Source: an optimization exercise on an open RTL-to-GDS flow (aim: small area and a short achievable clock period). Production flows keep margins and buffers that such runs may drop. Where RTL was checked, it was by simulation tests only, not by an equivalence proof against the original. No activity file was given, so power comes from the tool's default toggle rates.

==> flow/design.v (excerpt) <==
module mac
  ( input                       clk
  , input                       xrst
  , input                       out_en
  , input                       accum_we
  , input                       reset
  , input  signed [DWIDTH-1:0]  x
  , input  signed [DWIDTH-1:0]  w
  , output signed [DWIDTH-1:0]  y
  );
==> flow/config.mk <==
export PLATFORM = sky130hd
export DESIGN_NAME = mac
export DESIGN_NICKNAME = mac
export VERILOG_FILES = /design/flow/design.v
export SDC_FILE = /design/flow/constraint.sdc
export NUM_CORES = 4
export LEC_CHECK = 0
export ABC_AREA = 1
export CAP_MARGIN = 20
export CORE_MARGIN = 2
export CORE_UTILIZATION = 60
export CTS_BUF_LIST = sky130_fd_sc_hd__clkbuf_8
export CTS_CLUSTER_SIZE = 30
export SETUP_SLACK_MARGIN = 3.3
export SLEW_MARGIN = 20
==> flow/constraint.sdc <==
create_clock -name core_clock -period 6.0 [get_ports {clk}]
set_input_delay 1.2000 -clock core_clock [delete_from_list [all_inputs] [get_ports {clk}]]
set_output_delay 1.2000 -clock core_clock [all_outputs]
set_load 0.01 [all_outputs]
standard.sh (not shown) runs the stock make flow with config.mk's settings and CLKGATE_MAP_FILE= SYNTH_SCRIPT=/design/flow/synth_recipe.tcl, a recipe that flattens the netlist after the stock synthesis.
==> flow/flow/run.sh <==
#!/bin/bash
# The standard layout (standard.sh: the standard flow's synthesis and ORFS flow) with these make settings:
# the port buffers are plain buffers (buf_2) instead of the delay buffer that buffer_ports
# picks by default. All output goes to standard.log in the work folder; ORFS also keeps its
# per-step logs under orfs/logs.
set -euo pipefail
bash standard.sh BUFFER_PORTS_ARGS="-buffer_cell sky130_fd_sc_hd__buf_2"  finish > standard.log 2>&1
The baseline finished with timing, DRC and antenna clean.
Change:
Settings changed: ABC_AREA 1 to default.
=> Area after synthesis shrinks by 3.0%; worst setup slack gains 0.086 ns; wire length shrinks by 19%; core utilization shrinks by 4.5 points; non-clock buffer count shrinks by 53; final area shrinks by 9.6%.
No functional check of the RTL was part of any run of this note.


## JK
mac, a different RTL version from the one above (not shown whole).
Size in the first run: roughly 150 flip-flops, about 53 I/O pins, roughly 0.010 mm² of cells after synthesis.
==> flow/config.mk <==
export PLATFORM = sky130hd
export DESIGN_NAME = mac
export DESIGN_NICKNAME = mac
export VERILOG_FILES = /design/flow/design.v
export SDC_FILE = /design/flow/constraint.sdc
export NUM_CORES = 4
export LEC_CHECK = 0
export CAP_MARGIN = 20
export CORE_MARGIN = 2
export CORE_UTILIZATION = 70
export CTS_BUF_LIST = sky130_fd_sc_hd__clkbuf_4
export CTS_CLUSTER_SIZE = 30
export PLACE_DENSITY = 0.8
export SETUP_SLACK_MARGIN = 3.6
export SLEW_MARGIN = 20
==> flow/constraint.sdc <==
create_clock -name core_clock -period 6.0 [get_ports {clk}]
set_input_delay 1.2000 -clock core_clock [delete_from_list [all_inputs] [get_ports {clk}]]
set_output_delay 1.2000 -clock core_clock [all_outputs]
set_load 0.01 [all_outputs]
Scripts as last shown in full above: flow/flow/run.sh
JK completed; timing, DRC and antenna clean
Inputs modified between JK and MS:
- CTS_BUF_LIST now sky130_fd_sc_hd__clkbuf_8, was sky130_fd_sc_hd__clkbuf_4
- PLACE_DENSITY no longer set, was 0.8
- CORE_UTILIZATION now 60, was 70
- SETUP_SLACK_MARGIN now 3.4, was 3.6
==> summary.txt <==
MS: no failed stages, no open violations at the end
Relative to JK, sum of routed wire length over all layers decreased by 1.1% in MS.
Internal power summed over all cells shrinks slightly when moving from JK to MS.
The y dimension of the die reported for MS is greater than that of JK by 7.8%.
Upper clock frequency limit: MS vs JK down 23 MHz
Between MS and JK, the difference in worst hold slack is negligible.
The lower largest incremental delay on the critical path came out of JK.
MS reports a lower via count of the first global-routing pass than JK does.
MS ends up with a via count that is 222 lower than in JK.
Compared with JK, in MS clock insertion delay at the later pin of the skew report decreased by 0.07 ns relative to the old numbers; non-clock buffer count has decreased; worst setup slack -0.13 ns.
diff inputs: MS => AL
- SETUP_SLACK_MARGIN now 3.5, was 3.4
-- flow/flow/run.sh --
<<< MS, line 7
bash standard.sh BUFFER_PORTS_ARGS="-buffer_cell sky130_fd_sc_hd__buf_2"  finish > standard.log 2>&1
>>> AL, line 7
bash standard.sh BUFFER_PORTS_ARGS="-buffer_cell sky130_fd_sc_hd__buf_2" ADDER_MAP_FILE= finish > standard.log 2>&1
[summary]
For MS and AL, there was not a single run that failed to finish clean.
For MS, the slowest cell on the critical path was sky130_fd_sc_hd__ha_1, unlike AL, where it was sky130_fd_sc_hd__a222oi_1.
The run with more routed wire is AL, not MS.
Portion of total power attributed to combinational logic (higher): AL
From MS to AL the numbers moved as follows: number of unique standard cell types used by synthesis up 23, post-synthesis compound-gate area fraction up 5.3 points.
In AL, combinational power is higher than in MS.
Maximum operating frequency in AL vs MS: down about 2.4%
Going from MS to AL, sequential cell area share lost 0.93 points; post-layout net count picked up an extra 27; fraction of area in multi-input gates picked up an extra 3.1 points.
Compared with MS, AL shows a lower arrival time at the worst endpoint.
[inputs] TR vs AL
- swapping 60 for 80 in CORE_UTILIZATION
- swapping 3.5 for 3.8 in SETUP_SLACK_MARGIN
-- flow/flow/run.sh --
<<< AL, line 7
bash standard.sh BUFFER_PORTS_ARGS="-buffer_cell sky130_fd_sc_hd__buf_2" ADDER_MAP_FILE= finish > standard.log 2>&1
>>> TR, line 7
bash standard.sh BUFFER_PORTS_ARGS="-buffer_cell sky130_fd_sc_hd__buf_2"  finish > standard.log 2>&1
[summary]
Side by side, fill cell total of the finished layout turned out lower in TR than in AL. TR vs AL: fmax up by a few percent. Maximum number of pins on one net before global-route repair (TR vs. AL) decreases by more than 10%. Per the comparison of TR with AL, global routing usage summed across all routing layers picked up an extra 10 points; effective utilization at floorplan picked up an extra 20 points. AL has lower area growth from synthesis to layout than TR. TR vs. AL: final design utilization went up by 25 points. Compared to AL, the router laid down more metal wire for TR. On TR: fraction of layout instances using a drive strength above 1 is 8.4 points higher than what AL gave. The share of final layout cell area taken by clock buffers and inverters number comes out higher for AL vs TR.
Modified inputs, PW compared to TR
- a change of CORE_UTILIZATION from 80 to 65
- a change of SETUP_SLACK_MARGIN from 3.8 to 3.65
- Looking at the reports, PW completed the entire flow and the layout it produced met the timing, design-rule and antenna checks.
- Where shortest clock period the worst path allows after layout is concerned, TR is outperformed by PW.
- Diff PW..TR | synthesized cell count | unchanged
- Floorplan die width in PW is 12 µm higher than in TR
- Summary — global-route usage, PW relative to TR: lower, by 8.6 points.
- Growth of design area from synthesis to finish down 3.4 points in PW wrt TR
- Fmax (lower): TR
- Looking at switching power summed over all nets across TR and PW, the one that comes out lower is PW.
- Of PW and TR, it is PW that has the higher number of placement rows.


mac again, from the RTL that the note above started with.
export LEC_CHECK = 0
export CAP_MARGIN = 20
export CORE_MARGIN = 2
export CORE_UTILIZATION = 70
export CTS_BUF_LIST = sky130_fd_sc_hd__clkbuf_8
export CTS_CLUSTER_SIZE = 30
export SETUP_SLACK_MARGIN = 3.65
export SLEW_MARGIN = 20
export TNS_END_PERCENT = 100
create_clock -name core_clock -period 6.0 [get_ports {clk}]
==> flow/flow/run.sh <==
#!/bin/bash
# The standard layout (standard.sh: the standard flow's synthesis and ORFS flow) with these make settings:
# the port buffers are plain buffers (buf_2) instead of the delay buffer that buffer_ports
# picks by default. All output goes to standard.log in the work folder; ORFS also keeps its
# per-step logs under orfs/logs.
set -euo pipefail
bash standard.sh BUFFER_PORTS_ARGS="-buffer_cell sky130_fd_sc_hd__buf_2"  finish > standard.log 2>&1
The first run finished with timing, DRC and antenna clean.
Next try:
Settings changed: SETUP_SLACK_MARGIN 3.65 to 3.7, TNS_END_PERCENT 100 to default.
The changed run passed the timing, design-rule and antenna checks.
Setup slack improves by 0.0057 ns.
Maximum frequency is about the same.
Via count went up by 1.3%.
Sequential cell count stays the same.
Cell count went up by 1.2%.
Cell area went up by about 1.4%.
Next try:
Settings changed: CORE_UTILIZATION 70 to 60, SETUP_SLACK_MARGIN 3.7 to 3.3.
The changed run produced a clean layout.
Sequential share of layout area barely changes.
Area after synthesis does not change.
Critical path depth increases by 1.
Worst setup slack degrades by 0.28 ns.
Clock skew stays flat.
Wire length is lower by 1.1%.
Via count fell by 2.0%.
Non-clock buffer count shrinks by 23.


Another version of the RTL of mac (not shown whole).
Size in the first run: about 1,000 cells after synthesis, roughly 140 flip-flops.
// mac
module mac
  ( input                       clk
  , input                       xrst
  , input                       out_en
  , input                       accum_we
  , input                       reset
  , input  signed [DWIDTH-1:0]  x
  , input  signed [DWIDTH-1:0]  w
  , output signed [DWIDTH-1:0]  y
  );
  reg v0, v1, v2;
  always @(posedge clk) begin
    v0 <= xrst;
    v1 <= xrst & v0;
    v2 <= xrst & v1;
  end
  reg [15:0] xr;
  always @(posedge clk) xr <= x;
  reg [7:0] neg, one, two;
  integer i;
  wire [16:0] we = {w, 1'b0};
  always @(posedge clk)
    for (i = 0; i < 8; i = i + 1) begin
      neg[i] <= we[2*i+2];
      one[i] <= we[2*i+1] ^ we[2*i];
      two[i] <= (we[2*i+2] & ~we[2*i+1] & ~we[2*i]) | (~we[2*i+2] & we[2*i+1] & we[2*i]);
    end
  wire [17:0] xe = {xr[15], xr, 1'b0};
  wire neg0 = neg[0];
  wire [16:0] pp0 = ({17{one[0]}} & xe[17:1] | {17{two[0]}} & xe[16:0]) ^ {17{neg[0]}};
  wire npp0 = ~pp0[16];
  wire neg1 = neg[1];
  wire [16:0] pp1 = ({17{one[1]}} & xe[17:1] | {17{two[1]}} & xe[16:0]) ^ {17{neg[1]}};
  wire npp1 = ~pp1[16];
  wire neg2 = neg[2];
  wire [16:0] pp2 = ({17{one[2]}} & xe[17:1] | {17{two[2]}} & xe[16:0]) ^ {17{neg[2]}};
  wire npp2 = ~pp2[16];
  wire neg3 = neg[3];
  wire [16:0] pp3 = ({17{one[3]}} & xe[17:1] | {17{two[3]}} & xe[16:0]) ^ {17{neg[3]}};
  wire npp3 = ~pp3[16];
  wire neg4 = neg[4];
  ...
==> flow/config.mk <==
export PLATFORM = sky130hd
export DESIGN_NAME = mac
export DESIGN_NICKNAME = mac
export VERILOG_FILES = /design/flow/design.v
export SDC_FILE = /design/flow/constraint.sdc
export NUM_CORES = 4
export LEC_CHECK = 0
export CAP_MARGIN = 20
export CORE_MARGIN = 2
export CORE_UTILIZATION = 60
export CTS_BUF_LIST = sky130_fd_sc_hd__clkbuf_8
export CTS_CLUSTER_SIZE = 30
export SETUP_SLACK_MARGIN = 3.3
export SLEW_MARGIN = 20
==> flow/constraint.sdc <==
create_clock -name core_clock -period 6.0 [get_ports {clk}]
set_input_delay 1.2000 -clock core_clock [delete_from_list [all_inputs] [get_ports {clk}]]
set_output_delay 1.2000 -clock core_clock [all_outputs]
set_load 0.01 [all_outputs]
==> flow/flow/run.sh <==
#!/bin/bash
# The standard layout (standard.sh: the standard flow's synthesis and ORFS flow, unchanged), except that
# the port buffers are plain buffers (buf_2) instead of the delay buffer buffer_ports picks
# by default. Every tool's output goes to standard.log in the work folder; ORFS also keeps
# its per-step logs under orfs/logs.
set -euo pipefail
bash standard.sh BUFFER_PORTS_ARGS="-buffer_cell sky130_fd_sc_hd__buf_2" finish > standard.log 2>&1
Edit:
==> flow/run.sh (new file) <==
#!/bin/bash
# synth_recipe.tcl (not shown) runs the flow's synth.tcl, then flattens the netlist and writes it again
# the make line also repeats each setting of config.mk as NAME=value (left out here)
make -C /OpenROAD-flow-scripts/flow DESIGN_CONFIG=/design/flow/config.mk WORK_HOME=/design/flow/orfs CLKGATE_MAP_FILE= SYNTH_SCRIPT=/design/flow/synth_recipe.tcl finish
Settings changed: SETUP_SLACK_MARGIN 3.3 to 3.6.
removed: flow/flow/run.sh
removed: flow/standard.sh
- via count rose by a few percent
- global-route usage rises by 2.0 points
- count of clock-buffer cells in the layout went up by 1
- worst setup slack gains 0.077 ns
- final area went up by about a fifth
- sequential share of layout area shrinks by 2.9 points
- final cell count increases by a few percent
- total power goes up by about a fifth
- critical path depth falls by 2
- maximum frequency grows by a few percent


== trial 53 ==
Another version of the RTL of mac (not shown whole).
Size in the first run: about 120 flip-flops, roughly 9100 sq um of cells after synthesis.
==> flow/config.mk <==
export PLATFORM = sky130hd
export DESIGN_NAME = mac
export DESIGN_NICKNAME = mac
export VERILOG_FILES = /design/flow/design.v
export SDC_FILE = /design/flow/constraint.sdc
export NUM_CORES = 4
export LEC_CHECK = 0
export CAP_MARGIN = 20
export CORE_MARGIN = 2
export CORE_UTILIZATION = 40
export SETUP_SLACK_MARGIN = 2.8
export SLEW_MARGIN = 20
==> flow/constraint.sdc <==
create_clock -name core_clock -period 6.0 [get_ports {clk}]
set_input_delay 1.2000 -clock core_clock [delete_from_list [all_inputs] [get_ports {clk}]]
set_output_delay 1.2000 -clock core_clock [all_outputs]
set_load 0.01 [all_outputs]
run.sh (not shown) runs the stock make flow with config.mk's settings and CLKGATE_MAP_FILE= SYNTH_SCRIPT=/design/flow/synth_recipe.tcl, a recipe that flattens the netlist after the stock synthesis.
Stock flow here: none of the scripts above is used.
#### Input delta (trial 75 over trial 53)
diff --git a/flow/config.mk b/flow/config.mk
--- a/flow/config.mk
+++ b/flow/config.mk
@@ -11 +10,0 @@
-export SETUP_SLACK_MARGIN = 2.8
--- outcome ---
Higher data arrival time of the critical path goes to trial 75 over trial 53.
On clock skew, trial 75 tracks trial 53 almost exactly.
A most frequent standard cell in the layout excluding fill and tap cells of sky130_fd_sc_hd__dfxtp_1 is what trial 75 shows, while sky130_fd_sc_hd__a22oi_1 belongs to trial 53.
In trial 75 the critical path depth turned out 3 higher than in trial 53.
No functional check of the RTL was part of any run of this note.


build 93:
RTL: one of the versions met above, not the one the previous note started from.
Size in the first run: roughly 150 flip-flops, roughly 53 I/O pins, ~10,000 um^2 of cells after synthesis.
clock: 6.0 ns
lec_check: 0
cap_margin: 20
core_margin: 2
core_utilization: 70
cts_buf_list: sky130_fd_sc_hd__clkbuf_8
cts_cluster_size: 30
place_density: 0.8
setup_slack_margin: 3.6
slew_margin: 20
standard.sh (not shown) runs the stock make flow with config.mk's settings and CLKGATE_MAP_FILE= SYNTH_SCRIPT=/design/flow/synth_recipe.tcl, a recipe that flattens the netlist after the stock synthesis.
==> flow/flow/run.sh <==
#!/bin/bash
# The standard layout (standard.sh: the standard flow's synthesis and ORFS flow) with these make settings:
# the port buffers are plain buffers (buf_2) instead of the delay buffer that buffer_ports
# picks by default. All output goes to standard.log in the work folder; ORFS also keeps its
# per-step logs under orfs/logs.
set -euo pipefail
bash standard.sh BUFFER_PORTS_ARGS="-buffer_cell sky130_fd_sc_hd__buf_2"  finish > standard.log 2>&1
diff inputs: build 93 => build 4
Settings: PLACE_DENSITY removed (was 0.8); SETUP_SLACK_MARGIN changed from 3.6 to 3.55.
[summary]
- Higher actual transition at the worst max-transition pin was reported by build 4, not build 93.
- Portion of the layout cell area used by clock cells of build 93 is on par with build 4.
- Between build 93 and build 4, the clock insertion delay at the later pin of the skew report does not differ in any meaningful way.
- Compared with build 93, in build 4 number of rows created at floorplan flat, net switching power lower, total detailed-routing wirelength fell by 7.4%, design area went down 120 um^2, sum of overflow across all layers after global routing comparable.
- Where total power is concerned, build 93 is outperformed by build 4.
Relative to build 4, the following input files were edited for build 40:
Settings: swapping 3.55 for 3.65 in SETUP_SLACK_MARGIN.
Results
- Diff build 4 -> build 40 | number of resized instances in the post-cts repair step | increase of 15
- Build 40 vs build 4: total area of sequential cells up slightly
- Build 40 gives more post-CTS setup buffer count than build 4 did.
Setup changes, build 40 to build 11
Settings: a change of SETUP_SLACK_MARGIN from 3.65 to 3.5; a change of CORE_UTILIZATION from 70 to 60.
## What came out
The run with more routed wire is build 11, not build 40.
For the clock distribution power, build 11 came in about 6% higher than build 40 did.
Re largest net degree at the start of global routing: no difference whatsoever between build 11 and build 40.
Relative to build 40, post-route fraction of the period consumed by the critical path has increased by 1.7 points in build 11.
Result for build 40 and build 11: all clean
Diff build 40 -> build 11: global-route usage decreased 2.2 points; sum of met2 wire segment lengths after detailed routing decreased 2.1%; power consumption decreased 140 uW.
Lower count of clock-buffer cells in the layout was reported by build 11, not build 40.

[what the ideal ports hide]
No port has a modelled driver above. Below, the same layouts with a new extraction and two added sets of constraints.
Step 1 (the two cells are an assumption about what drives the block):
set clk [get_ports {clk}]
set_driving_cell -lib_cell sky130_fd_sc_hd__clkbuf_16 $clk
set_driving_cell -lib_cell sky130_fd_sc_hd__buf_2 [delete_from_list [all_inputs] $clk]
Step 2 also shifts input and output timing later by t, the mid clock arrival at the registers, as if the neighbouring blocks saw the same clock.
Slacks: no drivers / after step 1 / after step 2; pairs: no drivers / after step 1.
run	t (ns)	setup WS [ns]	clock arrival spread, ns
the first run of note 1	0.502	3.264 / 3.264 / 3.264	0.016 / 0.017
the second run of note 1	0.497	3.349 / 3.349 / 3.109	0.016 / 0.016
JK	0.564	3.672 / 3.672 / 3.551	0.025 / 0.025
MS	0.501	3.543 / 3.543 / 3.516	0.018 / 0.018
AL	0.483	3.481 / 3.481 / 3.447	0.013 / 0.013
TR	0.502	3.599 / 3.599 / 3.468	0.015 / 0.014
PW	0.488	3.727 / 3.727 / 3.529	0.019 / 0.019
the first run of note 3	0.482	3.726 / 3.726 / 3.535	0.013 / 0.013
the second run of note 3	0.489	3.732 / 3.732 / 3.538	0.013 / 0.013
the third run of note 3	0.499	3.454 / 3.454 / 3.454	0.017 / 0.017
the first run of note 4	0.483	3.379 / 3.379 / 3.213	0.014 / 0.014
the second run of note 4	0.516	3.456 / 3.456 / 3.226	0.020 / 0.020
trial 53	0.466	2.884 / 2.884 / 2.799	0.013 / 0.013
trial 75	0.465	2.314 / 2.314 / 2.314	0.010 / 0.009
build 93	0.500	3.691 / 3.691 / 3.518	0.015 / 0.014
build 4	0.486	3.675 / 3.675 / 3.539	0.015 / 0.016
build 40	0.482	3.726 / 3.726 / 3.535	0.013 / 0.013
build 11	0.491	3.624 / 3.624 / 3.513	0.014 / 0.014
After both steps setup and hold are still met in every run listed. For the second run of note 1, which loses most, drivers alone change the setup slack by 0.000 ns; drivers and shift together by -0.240 ns.
